Source: an optimization exercise on an open RTL-to-GDS flow (aim: small area and a short achievable clock period). Production flows keep margins and buffers that such runs may drop.
In this exercise RTL edits were held to simulation tests only and were not proved equivalent to the original.

Design alu_top, start of the top module:
module alu_top (
    input  wire        clk,
    input  wire [31:0] a,
    input  wire [31:0] b,
    input  wire [1:0]  instr,
    input  wire [1:0]  alusel,
    output reg  [31:0] y,
    output reg         zero,
    output reg         carry
);
Size: ~10000 cells after synthesis, ~68000 µm² of cells after synthesis.
==> module barrel_shifter, before the edit <==
module barrel_shifter (
    input  wire [31:0] x,
    input  wire [4:0]  amt,      
    input  wire        neg_amt,  
    output wire [31:0] rot,      
    output wire [31:0] lm        
);
    wire [4:0] r = neg_amt ? (~amt + 5'd1) : amt;
    wire [31:0] s0 = r[0] ? {x[30:0],  x[31]}     : x;
    wire [31:0] s1 = r[1] ? {s0[29:0], s0[31:30]} : s0;
    wire [31:0] s2 = r[2] ? {s1[27:0], s1[31:28]} : s1;
    wire [31:0] s3 = r[3] ? {s2[23:0], s2[31:24]} : s2;
    wire [31:0] s4 = r[4] ? {s3[15:0], s3[31:16]} : s3;
    assign rot = s4;
    genvar i;
    generate for (i = 0; i < 32; i = i + 1) begin : g_m
        assign lm[i] = (i < amt);
    end endgenerate
endmodule
==> module alu, before the edit <==
module alu #(parameter WIDTH = 32) (
    input  logic [31:0] a, b,
    input  logic [1:0]  instr,
    input  logic [1:0]  alusel,
    output logic [31:0] y,
    output logic        zero, carry);
    wire [31:0] bb = b ^ {32{instr[0]}};
    wire [32:0] c;
    wire [31:0] sum;
    assign c[0] = instr[0];
    genvar i;
    generate for (i = 0; i < 32; i = i + 1) begin : g_add
        assign sum[i]   = a[i] ^ bb[i] ^ c[i];
        assign c[i+1]   = (a[i] & bb[i]) | (a[i] & c[i]) | (bb[i] & c[i]);
    end endgenerate
    assign carry = (alusel == 2'b00) & instr[1] & (a[31] ^ bb[31] ^ c[32]);
    logic [31:0] logout;
    always_comb begin
        case (instr)
            2'h0: logout = a & b;
            2'h1: logout = a | b;
            2'h2: logout = ~(a | b);
            default: logout = a ^ b;
        endcase
    end
    wire sa = a[31], sb = b[31];
    wire [31:0] N = sa ? (~a + 32'd1) : a;
    wire [31:0] D = sb ? (~b + 32'd1) : b;
    wire bz = ~|b;
    wire [4:0] s;
    lzc32 u_lzc (.d(D), .n(s));
    wire [31:0] d3 = s[4] ? {D[15:0], 16'b0} : D;
    wire [31:0] d2 = s[3] ? {d3[23:0], 8'b0} : d3;
    wire [31:0] d1 = s[2] ? {d2[27:0], 4'b0} : d2;
    wire [31:0] d0 = s[1] ? {d1[29:0], 2'b0} : d1;
    wire [31:0] Dn = s[0] ? {d0[30:0], 1'b0} : d0;
    wire shgrp = alusel[1];
    wire [4:0] amt = shgrp ? b[4:0] : s;
    wire [31:0] rot, lm;
    barrel_shifter bs (.x(shgrp ? a : N), .amt(amt), .neg_amt(shgrp & (instr != 2'b00)),
                       .rot(rot), .lm(lm));
    wire [31:0] hm;
    generate for (i = 0; i < 32; i = i + 1) begin : g_hm
        assign hm[i] = lm[31-i];
    end endgenerate
    logic [31:0] shout;
    always_comb begin
        case (instr)
            2'h0: shout = rot & ~lm;
            2'h1: shout = rot & ~hm;
            2'h2: shout = (rot & ~hm) | ({32{a[31]}} & hm);
            default: shout = rot;
        endcase
    end
    wire [31:0] Yhi = rot & lm;
    wire [31:0] Ylo = rot & ~lm;
    wire isdiv = instr[0];
    wire [31:0] X = isdiv ? Dn : a;
    wire Xext = ~isdiv & a[31];
    wire [33:0] Xf = {Xext, Xext, X};
    wire [33:0] S [0:32];
    wire [33:0] C [0:32];
    wire [31:0] pd, md;             
    wire [29:0] e1, e2, e3, a33;    
    assign S[32] = isdiv ? {2'b00, Yhi} : 34'd0;
    assign C[32] = 34'd0;
    wire [33:0] Xn = ~Xf;
    genvar k, j;
    generate for (k = 31; k >= 0; k = k - 1) begin : g_row
        wire [33:0] sp = S[k+1], cp = C[k+1];
        wire inv, pos, inv_t, pos_t;
        if (k == 31) begin : g_first
            assign inv = isdiv | b[31];
            assign pos = 1'b0;
            assign inv_t = inv;
            assign pos_t = pos;
        end else begin : g_rest
            wire [3:0] p;
            wire [2:0] g;
            srt_pg  u_pg (.s(sp[33:30]), .c(cp[33:30]), .p(p), .g(g));
            srt_dig u_d  (.p(p), .g(g), .isdiv(isdiv), .bk(b[k]), .inv(inv), .pos(pos));
            srt_dig u_dt (.p(p), .g(g), .isdiv(isdiv), .bk(b[k]), .inv(inv_t), .pos(pos_t));
        end
        assign pd[k] = inv;
        assign md[k] = pos;
        wire [33:0] xv = {sp[32:0], isdiv & Ylo[k]};
        wire [33:0] yv = {cp[32:0], inv};
        wire [33:0] cf;
        if (k == 31) begin : g_half
            wire [33:0] add = ({34{inv}} & Xn) | ({34{pos}} & Xf);
            assign S[k] = xv ^ yv ^ add;
            assign cf = (xv & yv) | (xv & add) | (yv & add);
        end else begin : g_full
            for (j = 0; j < 34; j = j + 1) begin : g_c
                srt_cell u_c (.x(xv[j]), .y(yv[j]), .xp(Xf[j]), .xn(Xn[j]),
                              .inv(j >= 28 ? inv_t : inv), .pos(j >= 28 ? pos_t : pos),
                              .s(S[k][j]), .co(cf[j]));
            end
        end
        assign C[k] = {cf[32:0], 1'b0};
        if (k < 30) begin : g_esc
            assign e1[k] = sp[33];
            assign e2[k] = cp[33];
            assign e3[k] = cf[33];
            assign a33[k] = (inv & Xn[33]) | (pos & Xf[33]);
        end
    end endgenerate
    wire [34:0] L = {1'b0, S[0]} + {1'b0, C[0]};
    wire [31:0] mulhi;
    mul_high u_mh (.e1(e1), .e2(e2), .e3(e3), .a33(a33), .Lh(L[34:32]), .mulhi(mulhi));
    wire neg = L[33];
    wire [31:0] Q = pd - md - {31'd0, neg};
    wire [31:0] R = L[31:0] + (neg ? Dn : 32'd0);
    wire [31:0] Rm = R >> s;
    wire [31:0] quo = bz ? 32'hFFFFFFFF : ((sa ^ sb) ? (~Q + 32'd1) : Q);
    wire [31:0] rem = bz ? a : (sa ? (~Rm + 32'd1) : Rm);
    wire [31:0] mdout = instr[0] ? (instr[1] ? quo : rem) : (instr[1] ? mulhi : L[31:0]);
    wire zq = bz ? 1'b0 : ~|Q;
    wire zr = bz ? ~|a : ~|R;
    wire zmd = instr[0] ? (instr[1] ? zq : zr) : (instr[1] ? ~|mulhi : ~|L[31:0]);
    always_comb begin
        case (alusel)
            2'b00: y = sum;
            2'b01: y = mdout;
            2'b10: y = logout;
            default: y = shout;
        endcase
        case (alusel)
            2'b00: zero = ~|sum;
            2'b01: zero = zmd;
            2'b10: zero = ~|logout;
            default: zero = ~|shout;
        endcase
    end
endmodule
==> flow/config.mk <==
export PLATFORM = sky130hd
export DESIGN_NAME = alu_top
export DESIGN_NICKNAME = alu_top
export VERILOG_FILES = /design/flow/design.v
export SDC_FILE = /design/flow/constraint.sdc
export NUM_CORES = 4
export LEC_CHECK = 0
export ABC_AREA = 1
export ABC_CLOCK_PERIOD_IN_PS = 50000
export CAP_MARGIN = 30
export CORE_MARGIN = 2
export CORE_UTILIZATION = 60
export CTS_BUF_LIST = sky130_fd_sc_hd__clkbuf_8 sky130_fd_sc_hd__clkbuf_16
export CTS_CLUSTER_DIAMETER = 60
export CTS_CLUSTER_SIZE = 10
export SLEW_MARGIN = 20
export SYNTH_HIERARCHICAL = 1
==> flow/constraint.sdc <==
create_clock -name core_clock -period 100.0 [get_ports {clk}]
set_input_delay 20.0000 -clock core_clock [delete_from_list [all_inputs] [get_ports {clk}]]
set_output_delay 20.0000 -clock core_clock [all_outputs]
set_load 0.01 [all_outputs]
run.sh (not shown) runs the stock make flow with config.mk's settings and CLKGATE_MAP_FILE= SYNTH_SCRIPT=/design/flow/synth_recipe.tcl, a recipe that flattens the netlist after the stock synthesis.
Next try:
--- a/flow/design.v
+++ b/flow/design.v
@@ -1,19 +1,18 @@
 `timescale 1ns/1ps
 module barrel_shifter (
     input  wire [31:0] x,
+    input  wire [4:0]  r,        
     input  wire [4:0]  amt,      
-    input  wire        neg_amt,  
     output wire [31:0] rot,      
     output wire [31:0] lm        
 );
-    wire [4:0] r = neg_amt ? (~amt + 5'd1) : amt;
-    wire [31:0] s0 = r[0] ? {x[30:0],  x[31]}     : x;
-    wire [31:0] s1 = r[1] ? {s0[29:0], s0[31:30]} : s0;
-    wire [31:0] s2 = r[2] ? {s1[27:0], s1[31:28]} : s1;
-    wire [31:0] s3 = r[3] ? {s2[23:0], s2[31:24]} : s2;
-    wire [31:0] s4 = r[4] ? {s3[15:0], s3[31:16]} : s3;
-    assign rot = s4;
+    wire [31:0] s4 = r[4] ? {x[15:0],  x[31:16]}  : x;
+    wire [31:0] s3 = r[3] ? {s4[23:0], s4[31:24]} : s4;
+    wire [31:0] s2 = r[2] ? {s3[27:0], s3[31:28]} : s3;
+    wire [31:0] s1 = r[1] ? {s2[29:0], s2[31:30]} : s2;
+    wire [31:0] s0 = r[0] ? {s1[30:0], s1[31]}    : s1;
+    assign rot = s0;
     genvar i;
     generate for (i = 0; i < 32; i = i + 1) begin : g_m
         assign lm[i] = (i < amt);
     end endgenerate
@@ -56,10 +55,11 @@
     wire [31:0] d0 = s[1] ? {d1[29:0], 2'b0} : d1;
     wire [31:0] Dn = s[0] ? {d0[30:0], 1'b0} : d0;
     wire shgrp = alusel[1];
     wire [4:0] amt = shgrp ? b[4:0] : s;
+    wire [4:0] rsh = (instr != 2'b00) ? (~b[4:0] + 5'd1) : b[4:0];
     wire [31:0] rot, lm;
-    barrel_shifter bs (.x(shgrp ? a : N), .amt(amt), .neg_amt(shgrp & (instr != 2'b00)),
+    barrel_shifter bs (.x(shgrp ? a : N), .r(shgrp ? rsh : s), .amt(amt),
                        .rot(rot), .lm(lm));
     wire [31:0] hm;
     generate for (i = 0; i < 32; i = i + 1) begin : g_hm
         assign hm[i] = lm[31-i];
@@ -112,11 +112,16 @@
             assign S[k] = xv ^ yv ^ add;
             assign cf = (xv & yv) | (xv & add) | (yv & add);
         end else begin : g_full
             for (j = 0; j < 34; j = j + 1) begin : g_c
-                srt_cell u_c (.x(xv[j]), .y(yv[j]), .xp(Xf[j]), .xn(Xn[j]),
-                              .inv(j >= 28 ? inv_t : inv), .pos(j >= 28 ? pos_t : pos),
-                              .s(S[k][j]), .co(cf[j]));
+                if (j >= 29) begin : g_t
+                    srt_cellf u_c (.x(xv[j]), .y(yv[j]), .xp(Xf[j]), .xn(Xn[j]),
+                                   .inv(inv_t), .pos(pos_t), .s(S[k][j]), .co(cf[j]));
+                end else begin : g_b
+                    srt_cell u_c (.x(xv[j]), .y(yv[j]), .xp(Xf[j]), .xn(Xn[j]),
+                                  .inv(j >= 28 ? inv_t : inv), .pos(j >= 28 ? pos_t : pos),
+                                  .s(S[k][j]), .co(cf[j]));
+                end
             end
         end
         assign C[k] = {cf[32:0], 1'b0};
         if (k < 30) begin : g_esc
@@ -157,8 +162,22 @@
 module srt_cell (input x, y, xp, xn, inv, pos, output s, co);
     wire add;
     srt_add u_a (.xp(xp), .xn(xn), .inv(inv), .pos(pos), .add(add));
     srt_fa  u_f (.a(x), .b(y), .c(add), .s(s), .co(co));
+endmodule
+module srt_cellf (input x, y, xp, xn, inv, pos, output s, co);
+    wire add, p, g;
+    srt_add u_a (.xp(xp), .xn(xn), .inv(inv), .pos(pos), .add(add));
+    srt_hpg u_h (.x(x), .y(y), .p(p), .g(g));
+    srt_fin u_f (.p(p), .g(g), .add(add), .s(s), .co(co));
+endmodule
+module srt_hpg (input x, y, output p, g);
+    assign p = x ^ y;
+    assign g = x & y;
+endmodule
+module srt_fin (input p, g, add, output s, co);
+    assign s  = p ^ add;
+    assign co = g | (p & add);
 endmodule
 module srt_add (input xp, xn, inv, pos, output add);
     assign add = (inv & xn) | (pos & xp);
 endmodule
=>
- The changed run ran to the end with no violations
- global-route usage went down by 0.60 points
- non-clock buffer count falls by 28
- setup slack gains 5.7 ns
- cell area rose by 2.8%
- wire length went up by 2.6%
- hold slack is worse by 0.026 ns
- core utilization is lower by 0.37 points
- die area came out higher by 3.3%
- sequential share of layout area stays flat
- area after synthesis rises by 3.4%

-- port drivers added, routing unchanged --
No port has a modelled driver above. Below, the same layouts with a new extraction and two added sets of constraints. Step 1 sets driving cells, clkbuf_16 on the clock port and buf_2 on the other inputs (assumed; they add their load-dependent delay and slew). Step 2 moves the port delays by t, midway between the first and last clock arrival at a register: inputs arrive t later, outputs are due t later. That takes back most of the time a late clock gives input paths. Slacks: ideal ports / drivers / drivers and shift; pairs: ideal ports / drivers.
| run | t (ns) | setup WS [ns] | slew at the worst register clock pin (ns) |
|---|---|---|---|
| the first run | 0.488 | 33.611 / 33.611 / 33.611 | 0.11 / 0.11 |
| the second run | 0.428 | 39.337 / 39.337 / 39.337 | 0.10 / 0.10 |
After both steps every run listed still meets setup and hold.
